Background: an optimization exercise with open tools, aiming at small area and a short achievable clock period. Do not read the settings as production practice. At most, simulation tests tie the RTL to the original design; equivalence was not proved. Power figures rest on the tool's default switching activity, not on a simulated workload.

// top
module top (
  input         clk,
  input         rst,
  input  [31:0] a,
  input  [31:0] b,
  output [67:0] y
);
For scale: ~1400 cells after synthesis, ~130 I/O pins.
Settings: LEC_CHECK=0, CAP_MARGIN=20, CORE_MARGIN=2, CORE_UTILIZATION=40, SLEW_MARGIN=40; clock period 12.0 ns.
standard.sh (not shown) runs the stock make flow with config.mk's settings and CLKGATE_MAP_FILE= SYNTH_SCRIPT=/design/flow/synth_recipe.tcl, a recipe that flattens the netlist after the stock synthesis.
==> flow/flow/run.sh <==
#!/bin/bash
# Own layout flow: the standard flow, with two changes.
#  1. After the standard synthesis, polarity.py removes inverters around the full adders
#     (a netlist rewrite that keeps every register and the logic function).
#  2. Port buffers are buf_2 cells instead of the default delay-buffer cells.
# Each tool's output goes to a log file of its own in this folder.
set -euo pipefail
here=$(pwd)
R=$here/orfs/results/$FLOW_PLATFORM/top/base
bash standard.sh "$R/1_2_yosys.v" > synth.log 2>&1
cp "$R/1_2_yosys.v" "$here/1_2_yosys.std.v"
python3 flow/polarity.py "$here/1_2_yosys.std.v" "$R/1_2_yosys.v" > polarity.log 2>&1
export BUFFER_PORTS_ARGS="-buffer_cell sky130_fd_sc_hd__buf_2"
bash standard.sh > layout.log 2>&1
Other scripts of this flow, unchanged in this note and not shown: flow/flow/polarity.py
The starting point finished clean.
Then changed:
--- a/flow/flow/run.sh
+++ b/flow/flow/run.sh
@@ -4,2 +4,4 @@
-#     (a netlist rewrite that keeps every register and the logic function).
-#  2. Port buffers are buf_2 cells instead of the default delay-buffer cells.
+#     and orders each full adder's inputs by arrival time (a netlist rewrite that keeps
+#     every register and the logic function).
+#  2. Input ports get buf_4 buffers (each drives 16 gates) and output ports buf_1
+#     buffers, instead of the default delay-buffer cells.
@@ -13 +15,2 @@
-export BUFFER_PORTS_ARGS="-buffer_cell sky130_fd_sc_hd__buf_2"
+export BUFFER_PORTS_ARGS="-inputs -buffer_cell sky130_fd_sc_hd__buf_4"
+export POST_GLOBAL_PLACE_TCL="$here/flow/outbuf.tcl"
==> flow/flow/outbuf.tcl (new file) <==
# Buffer the output ports (the input ports were buffered before global placement).
buffer_ports -outputs -buffer_cell sky130_fd_sc_hd__buf_1
--- a/flow/config.mk
+++ b/flow/config.mk
@@ -10,0 +11 @@
+export GPL_TIMING_DRIVEN = 0
After rerunning: Synthesized cell count stays the same. First-iteration DRC count came out higher by 24%. Cell area came out higher by about 3.3%.
Then changed:
--- a/flow/flow/run.sh
+++ b/flow/flow/run.sh
@@ -4,4 +4,2 @@
-#     and orders each full adder's inputs by arrival time (a netlist rewrite that keeps
-#     every register and the logic function).
-#  2. Input ports get buf_4 buffers (each drives 16 gates) and output ports buf_1
-#     buffers, instead of the default delay-buffer cells.
+#     (a netlist rewrite that keeps every register and the logic function).
+#  2. Port buffers are buf_2 cells instead of the default delay-buffer cells.
@@ -15,2 +13 @@
-export BUFFER_PORTS_ARGS="-inputs -buffer_cell sky130_fd_sc_hd__buf_4"
-export POST_GLOBAL_PLACE_TCL="$here/flow/outbuf.tcl"
+export BUFFER_PORTS_ARGS="-buffer_cell sky130_fd_sc_hd__buf_2"
--- a/flow/config.mk
+++ b/flow/config.mk
@@ -10,3 +10,3 @@
-export CORE_UTILIZATION = 40
-export GPL_TIMING_DRIVEN = 0
-export SLEW_MARGIN = 40
+export CORE_UTILIZATION = 60
+export PLACE_DENSITY = 0.75
+export SLEW_MARGIN = 70
removed: flow/flow/outbuf.tcl
Result: Die area went down by a quarter to a third. Setup slack gets better by 0.50 ns. Final cell count is lower by roughly a tenth. Synthesized area stays the same. Combinational power falls by a few percent. Design area fell by a few percent.
Then changed:
--- a/flow/flow/run.sh
+++ b/flow/flow/run.sh
@@ -4,2 +4,4 @@
-#     (a netlist rewrite that keeps every register and the logic function).
-#  2. Port buffers are buf_2 cells instead of the default delay-buffer cells.
+#     and orders each full adder's inputs by arrival time (a netlist rewrite that keeps
+#     every register and the logic function).
+#  2. Input ports get buf_4 buffers (each drives 16 gates) and output ports buf_1
+#     buffers, instead of the default delay-buffer cells.
@@ -13 +15,2 @@
-export BUFFER_PORTS_ARGS="-buffer_cell sky130_fd_sc_hd__buf_2"
+export BUFFER_PORTS_ARGS="-inputs -buffer_cell sky130_fd_sc_hd__buf_4"
+export POST_GLOBAL_PLACE_TCL="$here/flow/outbuf.tcl"
==> flow/flow/outbuf.tcl (new file) <==
# Buffer the output ports (the input ports were buffered before global placement).
buffer_ports -outputs -buffer_cell sky130_fd_sc_hd__buf_1
--- a/flow/config.mk
+++ b/flow/config.mk
@@ -10,3 +10,2 @@
-export CORE_UTILIZATION = 60
-export PLACE_DENSITY = 0.75
-export SLEW_MARGIN = 70
+export CORE_UTILIZATION = 40
+export SLEW_MARGIN = 20
The new run completed without violations.
Wire length goes up by 5.2%.
Cell count increases by 10%.
Fmax went up by 3.0%.
Global-route usage goes down by 8.6 points.
Sequential cell count is unchanged.
Setup slack gets better by 0.16 ns.
Sequential share of layout area went down by 0.24 points.
Synthesized cell count is unchanged.
Hold slack gets better by 0.092 ns.


v31:
Starting RTL as in the previous note.
Design top, start of the top module:
module top (
  input         clk,
  input         rst,
  input  [31:0] a,
  input  [31:0] b,
  output [67:0] y
);
==> flow/config.mk <==
export PLATFORM = sky130hd
export DESIGN_NAME = top
export DESIGN_NICKNAME = top
export VERILOG_FILES = /design/flow/design.v
export SDC_FILE = /design/flow/constraint.sdc
export NUM_CORES = 4
export LEC_CHECK = 0
export CAP_MARGIN = 20
export CORE_MARGIN = 2
export CORE_UTILIZATION = 40
export SLEW_MARGIN = 40
==> flow/constraint.sdc <==
create_clock -name core_clock -period 12.0 [get_ports {clk}]
set_input_delay 2.4000 -clock core_clock [delete_from_list [all_inputs] [get_ports {clk}]]
set_output_delay 2.4000 -clock core_clock [all_outputs]
set_load 0.01 [all_outputs]
==> flow/flow/run.sh <==
#!/bin/bash
# Own layout flow: the standard flow, with two changes.
#  1. After the standard synthesis, polarity.py removes inverters around the full adders
#     and orders each full adder's inputs by arrival time (a netlist rewrite that keeps
#     every register and the logic function).
#  2. Input ports get buf_4 buffers (each drives 16 gates) and output ports buf_1
#     buffers, instead of the default delay-buffer cells.
# Each tool's output goes to a log file of its own in this folder.
set -euo pipefail
here=$(pwd)
R=$here/orfs/results/$FLOW_PLATFORM/top/base
bash standard.sh "$R/1_2_yosys.v" > synth.log 2>&1
cp "$R/1_2_yosys.v" "$here/1_2_yosys.std.v"
python3 flow/polarity.py "$here/1_2_yosys.std.v" "$R/1_2_yosys.v" > polarity.log 2>&1
export BUFFER_PORTS_ARGS="-inputs -buffer_cell sky130_fd_sc_hd__buf_4"
export POST_GLOBAL_PLACE_TCL="$here/flow/outbuf.tcl"
bash standard.sh > layout.log 2>&1
==> flow/flow/outbuf.tcl <==
# Buffer the output ports (the input ports were buffered before global placement).
buffer_ports -outputs -buffer_cell sky130_fd_sc_hd__buf_1
Other scripts of this flow, unchanged in this note and not shown: flow/flow/polarity.py
v31 finished every step from synthesis to the final layout, and the layout passed the timing, DRC and antenna checks.
Changes in v41 relative to v31:
# v31
export LEC_CHECK = 0
export CAP_MARGIN = 20
export CORE_MARGIN = 2
export CORE_UTILIZATION = 40
export SLEW_MARGIN = 40
create_clock -name core_clock -period 12.0 [get_ports {clk}]
# v41
export LEC_CHECK = 0
export CAP_MARGIN = 20
export CORE_MARGIN = 2
export CORE_UTILIZATION = 40
export PLACE_DENSITY = 0.75
export SLEW_MARGIN = 40
create_clock -name core_clock -period 12.0 [get_ports {clk}]
### Flow results
Comparing v41 and v31, the higher part of the power in registers was measured on v31. | sum of routed wire segments on met1 | higher: v31 |. v41 against v31: antenna diode count neither gained nor lost much, via total after detailed routing +1.5%.
[inputs] v48 vs v41
# v41
export LEC_CHECK = 0
export CAP_MARGIN = 20
export CORE_MARGIN = 2
export CORE_UTILIZATION = 40
export PLACE_DENSITY = 0.75
export SLEW_MARGIN = 40
create_clock -name core_clock -period 12.0 [get_ports {clk}]
# v48
export LEC_CHECK = 0
export CAP_MARGIN = 20
export CORE_MARGIN = 2
export CORE_UTILIZATION = 40
export SLEW_MARGIN = 70
create_clock -name core_clock -period 12.0 [get_ports {clk}]
-- flow/flow/run.sh --
<<< v41, line 4
#     and orders each full adder's inputs by arrival time (a netlist rewrite that keeps
#     every register and the logic function).
#  2. Input ports get buf_4 buffers (each drives 16 gates) and output ports buf_1
#     buffers, instead of the default delay-buffer cells.
>>> v48, line 4
#     (a netlist rewrite that keeps every register and the logic function).
#  2. Port buffers are buf_2 cells instead of the default delay-buffer cells.
<<< v41, line 15
export BUFFER_PORTS_ARGS="-inputs -buffer_cell sky130_fd_sc_hd__buf_4"
export POST_GLOBAL_PLACE_TCL="$here/flow/outbuf.tcl"
>>> v48, line 13
export BUFFER_PORTS_ARGS="-buffer_cell sky130_fd_sc_hd__buf_2"
removed: flow/flow/outbuf.tcl
[summary]
- Static leakage went up by a few percent going from v41 to v48.
- From v41 to v48 the numbers moved as follows: final area fell about 0.32%; register cell area after layout about even; number of non-filler instances in the completed layout about even; combinational power rose about 2%; worst slack on hold paths fell 0.11 ns.
- Post-synthesis cell count: v41 vs v48 identical
- v41 -> v48: core utilization flat
- Comparing v48 and v41, the lower arrival time at the worst endpoint is on v41.
- Of v48 and v41, the run reporting the lower non-clock buffer count was v41.
- Standard cell area after detailed placement delta (v41 -> v48): insignificant
Edits applied to the flow inputs when going from v48 to v52:
# v48
export LEC_CHECK = 0
export CAP_MARGIN = 20
export CORE_MARGIN = 2
export CORE_UTILIZATION = 40
export SLEW_MARGIN = 70
create_clock -name core_clock -period 12.0 [get_ports {clk}]
# v52
export LEC_CHECK = 0
export CAP_MARGIN = 20
export CORE_MARGIN = 2
export CORE_UTILIZATION = 40
export SLEW_MARGIN = 55
create_clock -name core_clock -period 12.0 [get_ports {clk}]
-- flow/flow/run.sh --
<<< v48, line 4
#     (a netlist rewrite that keeps every register and the logic function).
#  2. Port buffers are buf_2 cells instead of the default delay-buffer cells.
>>> v52, line 4
#     and orders each full adder's inputs by arrival time (a netlist rewrite that keeps
#     every register and the logic function).
#  2. Input ports get buf_4 buffers (each drives 16 gates) and output ports buf_1
#     buffers, instead of the default delay-buffer cells.
<<< v48, line 13
export BUFFER_PORTS_ARGS="-buffer_cell sky130_fd_sc_hd__buf_2"
>>> v52, line 15
export BUFFER_PORTS_ARGS="-inputs -buffer_cell sky130_fd_sc_hd__buf_4"
export POST_GLOBAL_PLACE_TCL="$here/flow/outbuf.tcl"
==> flow/flow/outbuf.tcl (new file) <==
# Buffer the output ports (the input ports were buffered before global placement).
buffer_ports -outputs -buffer_cell sky130_fd_sc_hd__buf_1
--- outcome ---
Final hold violation count essentially unchanged between v52 and v48. Die height: v52 vs v48, no meaningful difference. The non-clock buffer count of v52 is lower than that of v48. Of v48 and v52, the lower leakage power figure belongs to v52. Worst setup slack for v52: 0.13 ns up relative to v48. Comparing v52 against v48, there is no change at all in count of max-cap constraint violations. Of v48 and v52, v52 shows the higher wire length after detailed routing, with v48 below it. | final critical path time including I/O delays and setup | v52 vs v48 | better |.


== exp/umber ==
Another version of the RTL of top (not shown whole).
For scale: ~1400 cells after synthesis, ~130 I/O pins, about 16000 um^2 of cells after synthesis.
==> flow/design.v (excerpt) <==
module top (
  input         clk,
  input         rst,
  input  [31:0] a,
  input  [31:0] b,
  output [67:0] y
);
  reg [26:0] c11_r;
  reg [26:0] c12_r;
  reg [26:0] c21_r;
  reg [26:0] c22_r;
  always @(posedge clk or posedge rst) begin
    if (rst) begin
      c11_r <= 27'b000000000000000000000000000;
      c12_r <= 27'b000000000000000000000000000;
      c21_r <= 27'b000000000000000000000000000;
      c22_r <= 27'b000000000000000000000000000;
    end else begin
      c11_r <= c11_d;
      c12_r <= c12_d;
      c21_r <= c21_d;
      c22_r <= c22_d;
    end
  end
  wire c11_pp1 = a[0] & b[0];
  wire c11_pp2 = a[0] & b[1];
  wire c11_pp3 = a[0] & b[2];
  wire c11_pp4 = a[0] & b[3];
  wire c11_pp5 = a[0] & b[4];
  wire c11_pp6 = a[0] & b[5];
  wire c11_pp7 = a[0] & b[6];
  wire c11_pp8 = a[0] & b[7];
  wire c11_pp9 = a[1] & b[0];
  wire c11_pp10 = a[1] & b[1];
  wire c11_pp11 = a[1] & b[2];
  wire c11_pp12 = a[1] & b[3];
  wire c11_pp13 = a[1] & b[4];
  wire c11_pp14 = a[1] & b[5];
  wire c11_pp15 = a[1] & b[6];
  wire c11_pp16 = a[1] & b[7];
  wire c11_pp17 = a[2] & b[0];
  wire c11_pp18 = a[2] & b[1];
  wire c11_pp19 = a[2] & b[2];
  wire c11_pp20 = a[2] & b[3];
  wire c11_pp21 = a[2] & b[4];
  wire c11_pp22 = a[2] & b[5];
  wire c11_pp23 = a[2] & b[6];
  wire c11_pp24 = a[2] & b[7];
  wire c11_pp25 = a[3] & b[0];
  wire c11_pp26 = a[3] & b[1];
  wire c11_pp27 = a[3] & b[2];
  wire c11_pp28 = a[3] & b[3];
  wire c11_pp29 = a[3] & b[4];
  wire c11_pp30 = a[3] & b[5];
  wire c11_pp31 = a[3] & b[6];
  wire c11_pp32 = a[3] & b[7];
  wire c11_pp33 = a[4] & b[0];
  wire c11_pp34 = a[4] & b[1];
  wire c11_pp35 = a[4] & b[2];
  wire c11_pp36 = a[4] & b[3];
  wire c11_pp37 = a[4] & b[4];
  wire c11_pp38 = a[4] & b[5];
  wire c11_pp39 = a[4] & b[6];
  wire c11_pp40 = a[4] & b[7];
  wire c11_pp41 = a[5] & b[0];
  wire c11_pp42 = a[5] & b[1];
  wire c11_pp43 = a[5] & b[2];
  wire c11_pp44 = a[5] & b[3];
  wire c11_pp45 = a[5] & b[4];
  wire c11_pp46 = a[5] & b[5];
  wire c11_pp47 = a[5] & b[6];
  wire c11_pp48 = a[5] & b[7];
  wire c11_pp49 = a[6] & b[0];
  wire c11_pp50 = a[6] & b[1];
  wire c11_pp51 = a[6] & b[2];
  wire c11_pp52 = a[6] & b[3];
  ...
export LEC_CHECK = 0
export CAP_MARGIN = 20
export CORE_MARGIN = 2
export CORE_UTILIZATION = 40
export SLEW_MARGIN = 40
create_clock -name core_clock -period 12.0 [get_ports {clk}]
==> flow/flow/run.sh <==
#!/bin/bash
# Own layout flow: the standard flow, with two changes.
#  1. After the standard synthesis, polarity.py removes inverters around the full adders
#     and orders each full adder's inputs by arrival time (a netlist rewrite that keeps
#     every register and the logic function).
#  2. Input ports get buf_4 buffers (each drives 16 gates) and output ports buf_1
#     buffers, instead of the default delay-buffer cells.
# Each tool's output goes to a log file of its own in this folder.
set -euo pipefail
here=$(pwd)
R=$here/orfs/results/$FLOW_PLATFORM/top/base
bash standard.sh "$R/1_2_yosys.v" > synth.log 2>&1
cp "$R/1_2_yosys.v" "$here/1_2_yosys.std.v"
python3 flow/polarity.py "$here/1_2_yosys.std.v" "$R/1_2_yosys.v" > polarity.log 2>&1
export BUFFER_PORTS_ARGS="-inputs -buffer_cell sky130_fd_sc_hd__buf_4"
export POST_GLOBAL_PLACE_TCL="$here/flow/outbuf.tcl"
bash standard.sh > layout.log 2>&1
Other scripts of this flow, unchanged in this note and not shown: flow/flow/outbuf.tcl, flow/flow/polarity.py
exp/umber finished every step from synthesis to the final layout, and the layout passed the timing, DRC and antenna checks.
Edits applied to the flow inputs when going from exp/umber to exp/fjord:
-- flow/flow/run.sh --
<<< exp/umber, line 16
export POST_GLOBAL_PLACE_TCL="$here/flow/outbuf.tcl"
bash standard.sh > layout.log 2>&1
>>> exp/fjord, line 16
export POST_GLOBAL_PLACE_TCL="$here/flow/outbuf.tcl"
export SETUP_SLACK_MARGIN=6.9
bash standard.sh > layout.log 2>&1
Findings:
Comparing exp/fjord and exp/umber, the lower detailed-routed wire length on met2 was measured on exp/umber. Between exp/fjord and exp/umber, data arrival at the endpoint of the critical path is higher for exp/umber, exp/fjord comes in under that. exp/fjord ends up with a peak per-stage delay on the critical path that is 0.02 ns higher than in exp/umber. exp/umber has higher sequential portion of the cell area than exp/fjord.
Edits applied to the flow inputs when going from exp/fjord to exp/zinc:
-- flow/flow/run.sh --
<<< exp/fjord, line 16
export POST_GLOBAL_PLACE_TCL="$here/flow/outbuf.tcl"
export SETUP_SLACK_MARGIN=6.9
bash standard.sh > layout.log 2>&1
>>> exp/zinc, line 16
export POST_GLOBAL_PLACE_TCL="$here/flow/outbuf.tcl"
export SETUP_SLACK_MARGIN=7.2
bash standard.sh > layout.log 2>&1
Results
Going from exp/fjord to exp/zinc, number of global-route vias before repair grew by a few percent. Against exp/fjord, multi-input logic area in exp/zinc rose by a little under 10%. exp/zinc vs exp/fjord on worst hold slack: exp/zinc is the higher one. Comparing iteration count of the initial detailed-routing pass for exp/fjord and exp/zinc, the bigger number came from exp/zinc.
Function was not checked in any run of this note: the RTL went through the layout flow alone.

## what the ideal ports hide
Ports are ideal in the flow. The routed layouts listed here were re-timed in OpenROAD. Step 1, drivers: a clkbuf_16 drives clk and a buf_2 each remaining input, both assumed. Step 2 moves the port delays by t, midway between the first and last clock arrival at a register: inputs arrive t later, outputs are due t later. That takes back most of the time a late clock gives input paths. Three values: ideal, step 1, step 2; two values: the first two.
run	t, ns	setup slack, ns	clock arrival spread, ns	worst slew at a driven data input, ns
the first run of note 1	0.421	6.508 / 6.504 / 6.083	0.007 / 0.007	0.07
the second run of note 1	0.430	5.990 / 6.014 / 5.584	0.007 / 0.007	0.09
the third run of note 1	0.409	6.487 / 6.504 / 6.095	0.008 / 0.007	0.08
the fourth run of note 1	0.418	6.649 / 6.630 / 6.212	0.016 / 0.015	0.07
v31	0.419	6.643 / 6.631 / 6.212	0.016 / 0.016	0.08
v41	0.417	6.642 / 6.646 / 6.229	0.007 / 0.006	0.07
v48	0.423	6.516 / 6.504 / 6.081	0.009 / 0.010	0.07
v52	0.416	6.644 / 6.629 / 6.212	0.013 / 0.013	0.07
exp/umber	0.423	6.683 / 6.698 / 6.275	0.012 / 0.012	0.08
exp/fjord	0.433	6.937 / 6.921 / 6.488	0.017 / 0.017	0.10
exp/zinc	0.423	6.912 / 6.802 / 6.379	0.015 / 0.015	0.25
After both steps every run listed still meets setup and hold. The setup slack of exp/zinc, which loses most, moves by -0.110 ns with the drivers and by -0.533 ns with both steps.
